From an optimization exercise on the open Yosys and OpenROAD flow, aimed at small area, a short achievable clock period and few clock cycles per item; shortcuts taken in it are not production practice. The RTL was checked by simulation tests, not by an equivalence proof against the original design. Power and IR drop assume default switching activity.

## sort_paralell
module sort_paralell(
				input 					clk,
				input 					rst_n,
				input						en,
				input 		[15:0] 	in0, in1, in2, in3, in4, in5, in6, in7,
				output reg				complete,
				output reg 	[15:0] 	out0, out1, out2, out3, out4, out5, out6,out7
						);
function automatic ge16(input [15:0] a, input [15:0] b);
	reg [15:0] g, q;
	reg [7:0]  g1, q1;
	reg [3:0]  g2, q2;
	reg [1:0]  g3, q3;
	integer k;
	begin
		g = a & ~b;
		q = a | ~b;
		for (k = 0; k < 8; k = k + 1) begin
			g1[k] = g[2*k+1] | (q[2*k+1] & g[2*k]);
			q1[k] = g[2*k+1] | (q[2*k+1] & q[2*k]);
		end
		for (k = 0; k < 4; k = k + 1) begin
			g2[k] = g1[2*k+1] | (q1[2*k+1] & g1[2*k]);
			q2[k] = g1[2*k+1] | (q1[2*k+1] & q1[2*k]);
		end
		for (k = 0; k < 2; k = k + 1) begin
			g3[k] = g2[2*k+1] | (q2[2*k+1] & g2[2*k]);
			q3[k] = g2[2*k+1] | (q2[2*k+1] & q2[2*k]);
		end
		ge16 = g3[1] | (q3[1] & q3[0]);
	end
endfunction
function automatic [7:0] onehot7(input [6:0] c);
	reg [3:0] x;
	reg [4:0] y;
	integer m, n;
	begin
		x[0] = ~c[0] & ~c[1] & ~c[2];
		x[1] = (c[0] & ~c[1] & ~c[2]) | (~c[0] & c[1] & ~c[2]) | (~c[0] & ~c[1] & c[2]);
		x[2] = (c[0] & c[1] & ~c[2]) | (c[0] & ~c[1] & c[2]) | (~c[0] & c[1] & c[2]);
		x[3] = c[0] & c[1] & c[2];
		y[0] = ~c[3] & ~c[4] & ~c[5] & ~c[6];
  ...
export LEC_CHECK = 0
export CAP_MARGIN = 20
export CORE_MARGIN = 2
export CORE_UTILIZATION = 40
export SLEW_MARGIN = 20
create_clock -name core_clock -period 5.0 [get_ports {clk}]
standard.sh (not shown) runs the stock make flow with config.mk's settings and CLKGATE_MAP_FILE= SYNTH_SCRIPT=/design/flow/synth_recipe.tcl, a recipe that flattens the netlist after the stock synthesis.
==> flow/flow/run.sh <==
#!/bin/bash
# Layout flow: the standard ORFS flow (standard.sh), with
#  - port buffers of type buf_2 instead of the delay cell buffer_ports picks by default,
#  - timing repair aiming at a setup slack margin of 2.5 ns through CTS and 2.5 ns after global routing.
# Each make run's full output goes to a log of its own in the work folder.
set -euo pipefail
cd "$(dirname "$0")/.."
export BUFFER_PORTS_ARGS="-buffer_cell sky130_fd_sc_hd__buf_2"
SETUP_SLACK_MARGIN=2.5 bash standard.sh cts > make_to_cts.log 2>&1
SETUP_SLACK_MARGIN=2.5 bash standard.sh finish > make_finish.log 2>&1
test -f out/final.def
The baseline produced a clean layout.
Testbench counts at the start, summed over its fixed seeds: cycles 2,056, items 2,048.
Rerun with:
==> flow/flow/run.sh (replaced) <==
#!/bin/bash
# Layout flow: the standard ORFS flow (standard.sh), with
#  - port buffers of type buf_2 instead of the delay cell buffer_ports picks by default,
#  - timing repair aiming at a setup slack margin of 2.7 ns through CTS and 2.0 ns after global routing.
# Each make run's full output goes to a log of its own in the work folder.
set -euo pipefail
cd "$(dirname "$0")/.."
export BUFFER_PORTS_ARGS="-buffer_cell sky130_fd_sc_hd__buf_2"
SETUP_SLACK_MARGIN=2.7 bash standard.sh cts > make_to_cts.log 2>&1
SETUP_SLACK_MARGIN=2.0 bash standard.sh finish > make_finish.log 2>&1
test -f out/final.def
CTS_BUF_LIST = sky130_fd_sc_hd__clkbuf_8   (was unset)
PLACE_DENSITY = 0.9   (was unset)
Non-clock buffer count fell by 46.
Die area does not change.
Global-route usage fell by 1.6 points.
Power fell by about 4%.
Count of clock-buffer cells in the layout rose by 16.
Area after synthesis stays the same.
Routed wire length fell by 6.4%.
Rerun with:
==> flow/run.sh (new file) <==
#!/bin/bash
# synth_recipe.tcl (not shown) runs the flow's synth.tcl, then flattens the netlist and writes it again
# the make line also repeats each setting of config.mk as NAME=value (left out here)
make -C /OpenROAD-flow-scripts/flow DESIGN_CONFIG=/design/flow/config.mk WORK_HOME=/design/flow/orfs CLKGATE_MAP_FILE= SYNTH_SCRIPT=/design/flow/synth_recipe.tcl finish
CTS_BUF_LIST = unset   (was sky130_fd_sc_hd__clkbuf_8)
PLACE_DENSITY = unset   (was 0.9)
SETUP_SLACK_MARGIN = 2.5   (was unset)
removed: flow/flow/run.sh
removed: flow/standard.sh
Outcome: The changed run ran to the end with no violations; cell area goes up by about a fifth; global-route usage goes up by 2.1 points; critical path depth goes up by 1; first-iteration DRC count goes down by a quarter to a third.
Rerun with:
==> flow/flow/run.sh (new file) <==
#!/bin/bash
# Layout flow: the standard ORFS flow (standard.sh), with
#  - port buffers of type buf_2 instead of the delay cell buffer_ports picks by default,
#  - timing repair aiming at a setup slack margin of 2.7 ns through CTS and 2.0 ns after global routing.
# Each make run's full output goes to a log of its own in the work folder.
set -euo pipefail
cd "$(dirname "$0")/.."
export BUFFER_PORTS_ARGS="-buffer_cell sky130_fd_sc_hd__buf_2"
SETUP_SLACK_MARGIN=2.7 bash standard.sh cts > make_to_cts.log 2>&1
SETUP_SLACK_MARGIN=2.0 bash standard.sh finish > make_finish.log 2>&1
test -f out/final.def
==> flow/standard.sh (new file) <==
#!/bin/bash
# synth_recipe.tcl (not shown) runs the flow's synth.tcl, then flattens the netlist and writes it again
# the make line also repeats each setting of config.mk as NAME=value (left out here)
make -C /OpenROAD-flow-scripts/flow DESIGN_CONFIG=/design/flow/config.mk WORK_HOME=/design/flow/orfs CLKGATE_MAP_FILE= SYNTH_SCRIPT=/design/flow/synth_recipe.tcl "${@:-finish}"
PLACE_DENSITY = 0.9   (was unset)
SETUP_SLACK_MARGIN = unset   (was 2.5)
removed: flow/run.sh
Via count drops by 1.1%; setup slack is better by 0.16 ns; routed wire length went down by 10%; design area went down by 14%; fmax rises by 6.0%; final cell count fell by 5.1%; die area is unchanged; clock skew climbs by 0.022 ns; sequential share of layout area rose by 3.1 points; first-iteration DRC count came out higher by 28%; hold slack loses 0.17 ns.

-- re-timing with driven ports --
The results above use ideal ports. As a check the final layouts listed here were re-extracted and re-timed, cells and wires unchanged.
Step 1 (the two cells are an assumption about what drives the block):
set clk [get_ports {clk}]
set_driving_cell -lib_cell sky130_fd_sc_hd__clkbuf_16 $clk
set_driving_cell -lib_cell sky130_fd_sc_hd__buf_2 [delete_from_list [all_inputs] $clk]
Step 2 moves the port delays by t, midway between the first and last clock arrival at a register: inputs arrive t later, outputs are due t later. That takes back most of the time a late clock gives input paths.
a / b / c = ideal ports / drivers / drivers and shift; a / b = the first two.
run | t (ns) | setup slack, ns | pins driven straight from the clock port
the first run | 0.650 | 2.300 / 2.300 / 1.855 | 1
the second run | 0.663 | 2.263 / 2.263 / 1.745 | 1
the third run | 0.649 | 2.244 / 2.244 / 1.840 | 1
the fourth run | 0.643 | 2.400 / 2.400 / 1.859 | 1
After both steps setup and hold are still met in every run listed. The setup slack of the fourth run, which loses most, moves by 0.000 ns with the drivers and by -0.541 ns with both steps.
